This is an optimization exercise on Yosys and OpenROAD, whose aim is small area and a short achievable clock period, not a production implementation. RTL that was checked went through simulation tests only; none was proved equivalent to the original. No activity file was given, so power comes from the tool's default toggle rates.

== v6 ==
==> module bolt_exec, before the edit <==
module bolt_exec (
    input  logic        clk,
    input  logic        rst,      
    input  logic [31:0] instr,    
    input  logic [31:0] rs1,      
    input  logic [31:0] rs2,      
    input  logic [31:0] pc,       
    output logic [31:0] result,   
    output logic [31:0] next_pc,  
    output logic        branch,   
    output logic        reg_wr,   
    output logic        mem_wr,   
    output logic        mem_rd    
);
    logic [6:0] op;
    logic [2:0] f3;
    logic [6:0] f7;
    assign op = instr[6:0];
    assign f3 = instr[14:12];
    assign f7 = instr[31:25];
    logic op03, op13, op17, op23, op33, op37, op63, op67, op6f, op1b, op3b;
    assign op03 = (op == 7'h03);
    assign op13 = (op == 7'h13);
    assign op17 = (op == 7'h17);
    assign op23 = (op == 7'h23);
    assign op33 = (op == 7'h33);
    assign op37 = (op == 7'h37);
    assign op63 = (op == 7'h63);
    assign op67 = (op == 7'h67);
    assign op6f = (op == 7'h6F);
    assign op1b = (op == 7'h1B);
    assign op3b = (op == 7'h3B);
    logic i31, f7z, f7s;
    assign i31 = instr[31];
    assign f7z = (f7 == 7'h00);
    assign f7s = (f7 == 7'h20);
    logic use_rs2, is_s, sub;
    assign use_rs2 = op[5] & (op[4] | (op[6] & ~op[2]));
    assign is_s    = ~op[6] & op[5] & ~op[4];
    assign sub     = (op[4] & ~f3[2] & f3[1]) | (op[4] & op[5] & instr[30]);
    logic [31:0] bv, bx, ap, ag, sum;
    logic        cout;
    assign bv = use_rs2 ? rs2 : {{20{i31}}, instr[31:25], is_s ? instr[11:7] : instr[24:20]};
    assign bx = bv ^ {32{sub}};
    assign ap = rs1 ^ bx;    
    assign ag = rs1 & bx;    
    logic [31:0] aG;
    pfx_main u_add (.g({ag[31:1], ag[0] | (ap[0] & sub)}), .p(ap), .G(aG));
    assign sum  = ap ^ {aG[30:0], sub};
    assign cout = aG[31];
    logic ltu, lts;          
    assign ltu = ~cout;
    assign lts = ltu ^ rs1[31] ^ bv[31];
    logic [31:0] bxe, bG;
    logic bltu, blts, beq;
    assign bxe  = rs1 ^ rs2;
    pfx_cmp u_cmp (.g(bxe & rs2), .p(~bxe), .G(bG));
    assign bltu = bG[31];
    assign blts = bltu ^ rs1[31] ^ rs2[31];
    assign beq  = ~|bxe;
    logic        left;
    logic [31:0] shin, sho;
    logic [4:0]  sh;
    assign left = ~f3[2];
    assign sh   = bv[4:0];
    for (genvar i = 0; i < 32; i++) begin : rev
        assign shin[i] = left ? rs1[31-i] : rs1[i];
    end
    assign sho = $signed({instr[30] & rs1[31] & ~left, shin}) >>> sh;
    logic [31:0] timm, tgt, pc4;
    assign timm[0]     = 1'b0;
    assign timm[4:1]   = ~op[6] ? 4'd0 : (op[3] ? instr[24:21] : instr[11:8]);
    assign timm[10:5]  = ~op[6] ? 6'd0 : instr[30:25];
    assign timm[11]    = ~op[6] ? 1'b0 : (op[3] ? instr[20] : instr[7]);
    assign timm[19:12] = (op[6] & ~op[3]) ? {8{i31}} : instr[19:12];
    assign timm[30:20] = ~op[6] ? instr[30:20] : {11{i31}};
    assign timm[31]    = i31;
    assign tgt[0] = pc[0];
    logic [30:0] tp, tG;
    assign tp = pc[31:1] ^ timm[31:1];
    pfx_tgt u_tgt (.g(pc[31:1] & timm[31:1]), .p(tp), .G(tG));
    assign tgt[31:1] = tp ^ {tG[29:0], 1'b0};
    logic [29:0] iG;
    assign pc4[1:0] = pc[1:0];
    pfx_inc u_inc (.g({29'd0, pc[2]}), .p(pc[31:2]), .G(iG));
    assign pc4[31:2] = pc[31:2] ^ {iG[28:0], 1'b1};
    logic cond, taken;
    assign cond  = f3[2] ? ((f3[1] ? bltu : blts) ^ f3[0]) : (~f3[1] & (beq ^ f3[0]));
    assign taken = op63 & cond;
    logic alu_i, r_ok;
    logic s_sum, s_shl, s_shr, s_slt, s_sltu, s_xor, s_or, s_and, s_tgt, s_lui, s_pc4, s_hold;
    assign alu_i = op13 | op33;
    assign r_ok  = op13 | f7z;    
    assign s_sum  = ~rst & ((op03 & (f3 != 3'd7)) | (op23 & ~f3[2])
                          | (f3 == 3'd0 & (op13 | (op33 & (f7z | f7s))))) ;
    assign s_shl  = ~rst & alu_i & (f3 == 3'd1) & f7z;
    assign s_slt  = ~rst & alu_i & (f3 == 3'd2) & r_ok;
    assign s_sltu = ~rst & alu_i & (f3 == 3'd3) & r_ok;
    assign s_xor  = ~rst & alu_i & (f3 == 3'd4) & r_ok;
    assign s_shr  = ~rst & alu_i & (f3 == 3'd5) & (f7z | f7s);
    assign s_or   = ~rst & alu_i & (f3 == 3'd6) & r_ok;
    assign s_and  = ~rst & alu_i & (f3 == 3'd7) & r_ok;
    assign s_tgt  = ~rst & op17;
    assign s_lui  = ~rst & op37;
    assign s_pc4  = ~rst & (op6f | (op67 & (f3 == 3'd0)));
    assign s_hold = ~rst & ~(s_sum | s_shl | s_slt | s_sltu | s_xor | s_shr | s_or | s_and
                             | s_tgt | s_lui | s_pc4);
    logic [31:0] rval, luiv, shl;
    assign luiv = {instr[31:12], 12'd0};
    for (genvar i = 0; i < 32; i++) begin : rshl
        assign shl[i] = sho[31-i];
    end
    assign rval = ({32{s_sum}} & sum) | ({32{s_shl}} & shl) | ({32{s_shr}} & sho)
                | ({32{s_xor | s_or}} & ap) | ({32{s_or | s_and}} & ag)
                | ({32{s_tgt}} & tgt) | ({32{s_lui}} & luiv) | ({32{s_pc4}} & pc4)
                | ({32{s_hold}} & result)
                | {31'd0, (s_slt & lts) | (s_sltu & ltu)};
    logic jalr, n_tgt, n_sum, n_pc4;
    logic [31:0] nval;
    assign jalr  = op67 & (f3 == 3'd0);
    assign n_tgt = ~rst & (taken | op6f);
    assign n_sum = ~rst & jalr;
    assign n_pc4 = ~rst & ~(taken | op6f | jalr);
    assign nval  = ({32{n_tgt}} & tgt) | ({32{n_sum}} & {sum[31:1], 1'b0}) | ({32{n_pc4}} & pc4);
    logic wr;
    assign wr = op33 | op3b | op13 | op1b | op67 | op03 | op17 | op6f | op37;
    always_ff @(posedge clk) begin
        result  <= rval;
        next_pc <= nval;
        branch  <= ~rst & taken;
        reg_wr  <= ~rst & wr;
        mem_wr  <= ~rst & op23;
        mem_rd  <= ~rst & op03;
    end
endmodule
clock: 6.5 ns
lec_check: 0
abc_area: 1
cap_margin: 20
core_margin: 2
core_utilization: 40
hold_slack_margin: 0
setup_slack_margin: 2.8
slew_margin: 20
buffer_ports_args: -buffer_cell sky130_fd_sc_hd__buf_1
standard.sh (not shown) runs the stock make flow with config.mk's settings and CLKGATE_MAP_FILE= SYNTH_SCRIPT=/design/flow/synth_recipe.tcl, a recipe that flattens the netlist after the stock synthesis.
==> flow/flow/run.sh <==
#!/bin/bash
# Layout flow: the standard layout (standard.sh), with two changes to how the
# cells are chosen:
#  - the full and half adder cells are not used, so Yosys does not pre-map adder
#    bits to them and abc maps the whole datapath itself;
#  - the buffer that buffer_ports puts on every input and output port is buf_1.
# Every tool's full output goes to standard.log (make) and the ORFS logs under orfs/logs.
set -euo pipefail
cat >> config.mk <<'CFG'
export DONT_USE_CELLS += sky130_fd_sc_hd__fa_1 sky130_fd_sc_hd__fa_2 sky130_fd_sc_hd__fa_4 sky130_fd_sc_hd__ha_1 sky130_fd_sc_hd__ha_2 sky130_fd_sc_hd__ha_4
export BUFFER_PORTS_ARGS = -buffer_cell sky130_fd_sc_hd__buf_1
CFG
bash standard.sh > standard.log 2>&1
Changes in v7 relative to v6:
--- a/flow/design.v
+++ b/flow/design.v
@@ -707,14 +707,14 @@
     assign op3b = (op == 7'h3B);
     logic i31, f7z, f7s;
     assign i31 = instr[31];
     assign f7z = (f7 == 7'h00);
     assign f7s = (f7 == 7'h20);
     logic use_rs2, is_s, sub;
-    assign use_rs2 = op[5] & (op[4] | (op[6] & ~op[2]));
-    assign is_s    = ~op[6] & op[5] & ~op[4];
+    assign use_rs2 = op[5] & op[4];
+    assign is_s    = ~op[6] & op[5];
     assign sub     = (op[4] & ~f3[2] & f3[1]) | (op[4] & op[5] & instr[30]);
     logic [31:0] bv, bx, ap, ag, sum;
     logic        cout;
     assign bv = use_rs2 ? rs2 : {{20{i31}}, instr[31:25], is_s ? instr[11:7] : instr[24:20]};
     assign bx = bv ^ {32{sub}};
     assign ap = rs1 ^ bx;    
v7 reports a lower area after detailed placement than v6 does. NOTE design area v6->v7 decreased by a little under 10%. Summary — number of instances resized during post-cts repair, v7 relative to v6: lower, by 98. v7 vs v6 on initial antenna violation count: v7 is the lower one. v7 ended with less number of nets produced by synthesis than v6. The leakage power summed over all cells in v6 is 1.10 times that in v7. Final-stage net count for v7 is lower than for v6. Relative to v6, v7 improves HPWL reported at the end of detailed placement. Taking v6 as the reference, in v7 post-route worst hold slack went down by 0.045 ns, global-route usage moved down.
The RTL of v6 was laid out without a check of its function.

## what the ideal ports hide
The flow's constraints put no driver on any port. The routed layouts listed below were extracted and timed again, unchanged, in two steps.
Step 1 assumes that a clkbuf_16 drives the clock port and a buf_2 every other input.
Step 2 also shifts input and output timing later by t, the mid clock arrival at the registers, as if the neighbouring blocks saw the same clock.
Slacks: no drivers / after step 1 / after step 2; pairs: no drivers / after step 1.
run	shift t [ns]	setup slack, ns	slew at the worst register clock pin (ns)
v6	0.403	2.802 / 2.794 / 2.391	0.07 / 0.07
v7	0.400	2.736 / 2.762 / 2.362	0.07 / 0.07
After both steps every run listed still meets setup and hold. For v6, which loses most, drivers alone change the setup slack by -0.008 ns; drivers and shift together by -0.411 ns.
